From an optimization exercise on the open Yosys and OpenROAD flow, aimed at small area, a short achievable clock period and few clock cycles per item; shortcuts taken in it are not production practice. RTL that was checked went through simulation tests only; none was proved equivalent to the original.

// mandel_engine
module mandel_engine (
    input             clk,
    input             reset,      
    input             start,      
    input  [31:0]     x,          
    input  [31:0]     y,          
    input  [20:0]     delta,      
    output            busy,       
    output reg        wr_en,      
    output reg [8:0]  wr_addr,    
    output reg [15:0] wr_data     
);
reg        running;       
reg        idle;          
reg        ini;           
reg [31:0] gc;            
reg [31:0] gdn;           
reg [20:0] dr;            
reg [8:0]  gw;            
reg        gv;            
assign busy = running;
wire [31:0] sum_c;       
wire       row_end = (gw[3:0] == 4'd15);
wire       dir     = gw[4];
wire [8:0] gwa     = {gw[8:4], dir ? ~gw[3:0] : gw[3:0]};
reg [30:0] ra, rb;        
reg        sa, sb;        
reg [31:0] dab;           
reg [31:0] c0, d0;        
reg [7:0]  k0;            
reg        e0;            
reg        f0;            
reg [63:0] sv0;           
reg [1:0]  pi0;           
reg [8:0]  wa0;           
reg [11:0] p30;           
reg        act0;
reg [31:0] xa, ya;            
reg [31:0] xbn, ybn;          
reg        ca, cb;            
reg [30:0] xabn, yabn;        
reg        cab;
  ...
clock: 20.0 ns
lec_check: 0
cap_margin: 20
core_margin: 2
core_utilization: 50
cts_cluster_diameter: 100
cts_cluster_size: 25
slew_margin: 20
synth_hierarchical: 1
synth_minimum_keep_size: 0
standard.sh (not shown) runs the stock make flow with config.mk's settings and CLKGATE_MAP_FILE= SYNTH_SCRIPT=/design/flow/synth_recipe.tcl, a recipe that flattens the netlist after the stock synthesis.
==> flow/flow/run.sh <==
#!/bin/bash
# Standard ORFS layout, with two changes to how it is made (the SDC, the
# period and the constraints are the standard flow's, unchanged):
#  - timing repair is asked to leave MARGIN ns of setup slack, so it
#    optimises the paths as if the clock were faster than the 20 ns it is
#    signed off at;
#  - the port buffers that the standard flow inserts on every input and
#    output are plain buf cells (buffer_ports -buffer_cell).
# Each make run writes its full output to its own log here; ORFS keeps the
# per-step logs under orfs/logs.
set -euo pipefail
MARGIN=${MARGIN:-15}
PORTBUF=${PORTBUF:-sky130_fd_sc_hd__buf_1}
bash standard.sh synth > synth.log 2>&1
bash standard.sh SETUP_SLACK_MARGIN=$MARGIN "BUFFER_PORTS_ARGS=-buffer_cell $PORTBUF" finish > layout.log 2>&1
Next try:
--- a/flow/design.v
+++ b/flow/design.v
@@ -7658,21 +7658,20 @@
 );
 reg        running;       
 reg        idle;          
 reg        ini;           
 reg [31:0] gc;            
 reg [31:0] gdn;           
 reg [20:0] dr;            
 reg [8:0]  gw;            
 reg        gv;            
 assign busy = running;
-wire [31:0] sum_c;       
 wire       row_end = (gw[3:0] == 4'd15);
 wire       dir     = gw[4];
 wire [8:0] gwa     = {gw[8:4], dir ? ~gw[3:0] : gw[3:0]};
 reg [30:0] ra, rb;        
 reg        sa, sb;        
 reg [31:0] dab;           
 reg [31:0] c0, d0;        
 reg [7:0]  k0;            
 reg        e0;            
 reg        f0;            
@@ -7713,32 +7712,34 @@
                 (kk > 8'd69)  ? 4'd13 : (
                 (kk > 8'd50)  ? 4'd12 : (
                 (kk > 8'd36)  ? 4'd11 : (
                 (kk > 8'd26)  ? 4'd10 : (
                 (kk > 8'd19)  ? 4'd9  : (
                 (kk > 8'd13)  ? 4'd8  : (
                 (kk > 8'd10)  ? 4'd7  : (
                 (kk >= 8'd7)  ? 4'd6  : (
                 (kk >= 8'd5)  ? 4'd5  : kk[3:0] ))))))))));
 wire [3:0] pix = e0 ? pm : 4'd0;
+wire [31:0] c0dr;
+me_addbk21 addc (.a(c0), .b(dr), .ci(1'b0), .s(c0dr));
 wire [63:0] st = {sa, ra, sb, rb};
 wire cmp_en = (k0[7:3] != 5'd0) & ~nw;
 wire save   = (k0[2:0] == 3'd7);
 always @(posedge clk) begin
     xa   <= txa[33:2];  ya   <= tya[33:2];  ca  <= tca;
     xbn  <= txb[33:2];  ybn  <= tyb[33:2];  cb  <= tcb;
     xabn <= txab[32:2]; yabn <= tyab[32:2]; cab <= tcab;
     z1   <= nw;
     cyc1 <= cmp_en & (st == sv0);
     sv1  <= save ? st : sv0;
     if (nw) begin
-        c1 <= inword ? sum_c : gc;
+        c1 <= inword ? c0dr : gc;
         d1 <= inword ? d0 : gdn;
         k1 <= 8'd0;
     end else begin
         c1 <= c0;
         d1 <= d0;
         k1 <= k0 + 8'd1;
     end
     pi1  <= take ? 2'd0 : (fin ? pi0 + 2'd1 : pi0);
     wa1  <= take ? gwa : wa0;
     p31  <= fin ? {p30[7:0], pix} : p30;
@@ -7786,24 +7787,22 @@
     e0  <= esc;
     f0  <= esc | cyc1 | (k1 == 8'd255);
     sv0 <= sv1;
     pi0 <= pi1;
     wa0 <= wa1;
     p30 <= p31;
     act0 <= reset ? 1'b0 : act1;
 end
 wire        cneg = ini | dir;
 wire [31:0] cm   = ini ? {6'd0, dr, 5'd0} : {9'd0, dr, 2'd0};
-wire        use_c = fin & inword;
-wire [31:0] gd_n;
-me_addbk addgc (.a(use_c ? c0 : gc), .b(use_c ? {11'd0, dr} : (cm ^ {32{cneg}})),
-                .ci(~use_c & cneg), .s(sum_c));
+wire [31:0] gc_n, gd_n;
+me_addbk addgc (.a(gc), .b(cm ^ {32{cneg}}), .ci(cneg), .s(gc_n));
 wire [31:0] dm   = ini ? {7'd0, dr, 4'd0} : {11'd0, dr};
 me_addbk addgd (.a(gdn), .b(dm ^ {32{ini}}), .ci(ini), .s(gd_n));
 always @(posedge clk) begin
     if (reset) begin
         running <= 1'b0;
         idle    <= 1'b1;
         ini     <= 1'b0;
         gv      <= 1'b0;
     end else if (idle) begin
         if (start) begin
@@ -7824,20 +7823,20 @@
         end
     end
 end
 always @(posedge clk) begin
     if (idle) begin
         gc  <= x;
         gdn <= ~y;
         dr  <= delta;
     end else begin
         if (ini || (take && !row_end))
-            gc <= sum_c;
+            gc <= gc_n;
         if (ini || (take && row_end))
             gdn <= gd_n;
         if (ini)
             gw <= 9'd0;
         else if (take)
             gw <= gw + 9'd1;
     end
 end
 endmodule
Result: Worst setup slack is about the same; area after synthesis came out higher slightly; wire length came out higher by a few percent; critical path depth stays the same; worst hold slack barely changes.
Testbench counts after the change, summed over its fixed seeds: cycles 4,261,994, pixels 98,304.
The RTL of the first run of this note was laid out without a check of its function.

-- static timing again, ports no longer ideal --
Ports are ideal in the flow. The routed layouts listed here were re-timed in OpenROAD. Step 1 assumes that a clkbuf_16 drives the clock port and a buf_2 every other input. Step 2, shift: input delay + t, output delay - t, t = (earliest + latest rising clock arrival at the registers) / 2. This alone moves slack from input paths to output paths. Slacks: ideal / step 1 / step 2; pairs: ideal / step 1.
run | t (ns) | setup slack, ns | worst hold slack (ns) | slew at the worst register clock pin (ns) | cell pins on the clock port's net
the first run | 0.732 | 14.866 / 14.788 / 14.994 | 0.322 / 0.322 / 0.322 | 0.11 / 0.11 | 1
the second run | 0.742 | 14.868 / 14.783 / 14.990 | 0.320 / 0.320 / 0.320 | 0.11 / 0.11 | 1
After both steps setup and hold are still met in every run listed.
